Context: an optimization exercise on an open-source flow, tuned for small area. The choices shown serve that exercise and are no tape-out recipe.
Function was checked by simulation only, so behaviour that the tests miss may differ from the original.
No driver is modelled on the clock port, so clock power and skew are understated where the tree is cut down; a real chip needs a root buffer or a tree.

==> flow/design.v <==
module cpu_aoi222(a0, s0, a1, s1, a2, s2, y);
input a0, s0, a1, s1, a2, s2;
output y;
assign y = ~((a0 & s0) | (a1 & s1) | (a2 & s2));
endmodule
module cpu_cmux(bus, s, sel_s, a, seln_n, y);
input bus, s, sel_s, a, seln_n;
output y;
assign y = bus | (s & sel_s) | (~a & ~seln_n);
endmodule
module cpu_addbit(a, b, x, y, ci, s, co);
input a, b, x, y, ci;
output s, co;
wire q = b ? x : y;
assign {co, s} = a + q + ci;
endmodule
module cpu_nor2(a, b, y);
input a, b;
output y;
assign y = ~(a | b);
endmodule
module cpu_nand3(a, b, c, y);
input a, b, c;
output y;
assign y = ~(a & b & c);
endmodule
module cpu_nand2(a, b, y);
input a, b;
output y;
assign y = ~(a & b);
endmodule
module cpu_dec(n, en_r, en_w, rs, we);
input [3:0] n;
input en_r, en_w;
output [15:0] rs, we;
wire [3:0] nn = ~n;
wire [3:0] lo_n, hr_n, hw_n;
genvar j, k;
generate for (j = 0; j < 4; j = j + 1) begin : g_pre
	cpu_nand2 u_lo(.a(j[0] ? n[0] : nn[0]), .b(j[1] ? n[1] : nn[1]), .y(lo_n[j]));
	cpu_nand3 u_hr(.a(j[0] ? n[2] : nn[2]), .b(j[1] ? n[3] : nn[3]), .c(en_r), .y(hr_n[j]));
	cpu_nand3 u_hw(.a(j[0] ? n[2] : nn[2]), .b(j[1] ? n[3] : nn[3]), .c(en_w), .y(hw_n[j]));
end endgenerate
generate for (k = 0; k < 16; k = k + 1) begin : g_out
	cpu_nor2 u_r(.a(hr_n[k/4]), .b(lo_n[k%4]), .y(rs[k]));
	cpu_nor2 u_w(.a(hw_n[k/4]), .b(lo_n[k%4]), .y(we[k]));
end endgenerate
endmodule
module cpu(out, in, clk, reset);
input  [7:0] in;
input        clk, reset;
output [7:0] out;
reg  [7:0] out_q;   
reg        z;       
assign out = out_q & {8{~z}};
reg  [7:0] reg_a, reg_b, reg_c;
reg  [7:0] mem [0:15];
reg  [3:0] op;      
reg  [3:0] n;       
reg        s1, s0;
wire ex    = ~s0;
wire two_c = s1;
wire [3:0] enc_in = {in[7], in[6], in[5] ^ in[4], in[4]};
wire op_alu = ex & ~op[3] & ~(op[2] & (op[1] ^ op[0]));   
wire op_add = ex & ~op[3] & ~(op[2] & (op[1] | op[0]));   
wire op_not = ex & (op == 4'b0111);    
wire op_lda = ex & (op == 4'b0110);    
wire op_ldb = ex & (op == 4'b0101);    
wire op_sti = ex & (op == 4'b1000);    
wire op_stc = ex & (op == 4'b1011);    
wire op_ldm = ex & (op == 4'b1010);    
wire op_outc= ex & (op == 4'b1001);    
wire op_outm= ex & (op == 4'b1100);    
wire op_ac  = ex & (op == 4'b1111);    
wire op_bc  = ex & (op == 4'b1110);    
wire op_nop = ex & (op == 4'b1101);    
wire add_x = ~op[1];
wire add_y = op[0];
wire cin   = op[2] | op[1];
wire [8:0] c;
wire [7:0] sum;
assign c[0] = cin;
genvar i, b;
generate for (i = 0; i < 8; i = i + 1) begin : g_add
	cpu_addbit u_add(.a(reg_a[i]), .b(reg_b[i]), .x(add_x), .y(add_y),
	                 .ci(c[i]), .s(sum[i]), .co(c[i+1]));
end endgenerate
wire nr = ~reset;
wire sel_in  = nr & (op_lda | op_ldb | op_sti);
wire sel_c   = nr & (op_stc | op_outc | op_ac | op_bc);
wire sel_add = nr & op_add;
wire seln_not = ~(nr & op_not);
wire sel_mem = nr & (op_ldm | op_outm);
wire [15:0] rs, we;
wire wr_mem = op_sti | op_stc;
cpu_dec u_dec(.n(n), .en_r(sel_mem), .en_w(wr_mem), .rs(rs), .we(we));
wire [7:0] bus;
wire [7:0] c_in;
generate for (b = 0; b < 8; b = b + 1) begin : g_bus
	wire [5:0] g;
	for (i = 0; i < 5; i = i + 1) begin : g_m
		cpu_aoi222 u_m(.a0(mem[3*i][b]),   .s0(rs[3*i]),
		               .a1(mem[3*i+1][b]), .s1(rs[3*i+1]),
		               .a2(mem[3*i+2][b]), .s2(rs[3*i+2]), .y(g[i]));
	end
	cpu_aoi222 u_r(.a0(in[b]), .s0(sel_in), .a1(reg_c[b]), .s1(sel_c),
	               .a2(mem[15][b]), .s2(rs[15]), .y(g[5]));
	assign bus[b] = ~&g;
	cpu_cmux u_c(.bus(bus[b]), .s(sum[b]), .sel_s(sel_add), .a(reg_a[b]),
	             .seln_n(seln_not), .y(c_in[b]));
end endgenerate
wire ld_a   = reset | op_lda | op_ac;
wire ld_b   = reset | op_ldb | op_bc;
wire ld_c   = reset | op_alu | op_ldm;
wire ld_out = op_outc | op_outm;
wire z_nx   = reset | op_sti | op_stc | op_ldm | op_outm | op_nop | (z & ~two_c & ~op_outc);
wire s1_nx = nr & op_outm;
wire s0_nx = reset | op_lda | op_ldb | op_sti | op_ldm | op_outm;
always @(posedge clk) begin
	s1 <= s1_nx;
	s0 <= s0_nx;
	op <= enc_in;
	n <= in[3:0];
	if (ld_a)   reg_a <= bus;
	if (ld_b)   reg_b <= bus;
	if (ld_c)   reg_c <= c_in;
	if (ld_out) out_q <= bus;
	z <= z_nx;
end
generate for (i = 0; i < 16; i = i + 1) begin : g_mem
	always @(posedge clk)
		if (we[i]) mem[i] <= bus;
end endgenerate
endmodule
Settings: LEC_CHECK=0, CAP_MARGIN=20, CORE_MARGIN=2, CORE_UTILIZATION=55, SLEW_MARGIN=20, SYNTH_HIERARCHICAL=1; clock period 5.0 ns.
standard.sh (not shown) runs the stock make flow with config.mk's settings and CLKGATE_MAP_FILE= SYNTH_SCRIPT=/design/flow/synth_recipe.tcl, a recipe that flattens the netlist after the stock synthesis.
==> flow/flow/run.sh <==
#!/bin/bash
# The standard ORFS layout (standard.sh), steered through ORFS's own variables:
#  - port buffers are buf_1 (the smallest buffer) instead of the resizer's pick;
#  - after floorplan, every combinational cell is swapped to the smallest cell
#    of its family (flow/downsize.tcl); later repair steps upsize where needed;
#  - the clock tree is a root clkbuf_8 driving 10 clkbuf_8 leaves, one per
#    cluster of nearby flip-flops (flow/cts_hook.tcl, flow/mycts.tcl), in place
#    of TritonCTS; the rest of the CTS step (legalisation, repair) is ORFS's;
#  - power recovery (downsizing off the critical paths) after global routing.
set -euo pipefail
here=$(pwd)
export BUFFER_PORTS_ARGS="-buffer_cell sky130_fd_sc_hd__buf_1"
export POST_FLOORPLAN_TCL="$here/flow/downsize.tcl"
export PRE_CTS_TCL="$here/flow/cts_hook.tcl"
export RECOVER_POWER=100
bash standard.sh > standard.log 2>&1
Other scripts of this flow, unchanged in this note and not shown: flow/flow/cts_hook.tcl, flow/flow/downsize.tcl, flow/flow/mycts.tcl
Rerun with:
--- a/flow/design.v
+++ b/flow/design.v
@@ -12,8 +12,13 @@
 input a, b, x, y, ci;
 output s, co;
 wire q = b ? x : y;
 assign {co, s} = a + q + ci;
+endmodule
+module cpu_xor2(a, b, y);
+input a, b;
+output y;
+assign y = a ^ b;
 endmodule
 module cpu_nor2(a, b, y);
 input a, b;
 output y;
@@ -60,9 +65,11 @@
 reg        s1, s0;
 wire ex    = ~s0;
 wire two_c = s1;
 wire [3:0] enc_in = {in[7], in[6], in[5] ^ in[4], in[4]};
-wire op_alu = ex & ~op[3] & ~(op[2] & (op[1] ^ op[0]));   
+wire o1;                                                   
+cpu_xor2 u_o1(.a(op[1]), .b(op[0]), .y(o1));
+wire op_alu = ex & ~op[3] & ~(op[2] & o1);                
 wire op_add = ex & ~op[3] & ~(op[2] & (op[1] | op[0]));   
 wire op_not = ex & (op == 4'b0111);    
 wire op_lda = ex & (op == 4'b0110);    
 wire op_ldb = ex & (op == 4'b0101);    
What happened:
- The new run finished with timing, DRC and antenna clean
- core utilization went down by 0.20 points
- final cell count is higher slightly
- first-iteration DRC count went down by a few percent
- global-route usage hardly moves
- register-to-register slack gains 0.05 ns
- design area stays flat
No run of this note takes its clock network from TritonCTS; it comes from the design's own scripts or RTL.

==> afterwards: timing with drivers on the ports <==
In the flow no input, the clock included, has a driving cell. The finished layouts below were timed again as built, in two steps. Step 1 assumes that a clkbuf_16 drives the clock port and a buf_2 every other input. Step 2 adds t to the input delays and takes it off the output delays; t is the mean of the earliest and latest rising clock arrival at the registers after step 1. Input paths then give back, and output paths get back, about the clock's delay inside the block. Slacks: ideal ports / drivers / drivers and shift; pairs: ideal ports / drivers.
run	t (ns)	slack for setup (ns)	clock arrival spread, ns	pins driven straight from the clock port
the first run	0.437	0.221 / 0.221 / 0.221	0.020 / 0.020	1
the second run	0.453	0.272 / 0.272 / 0.255	0.034 / 0.034	1
After both steps every run listed still meets setup and hold. The setup slack of the second run, which loses most, moves by 0.000 ns with the drivers and by -0.017 ns with both steps.
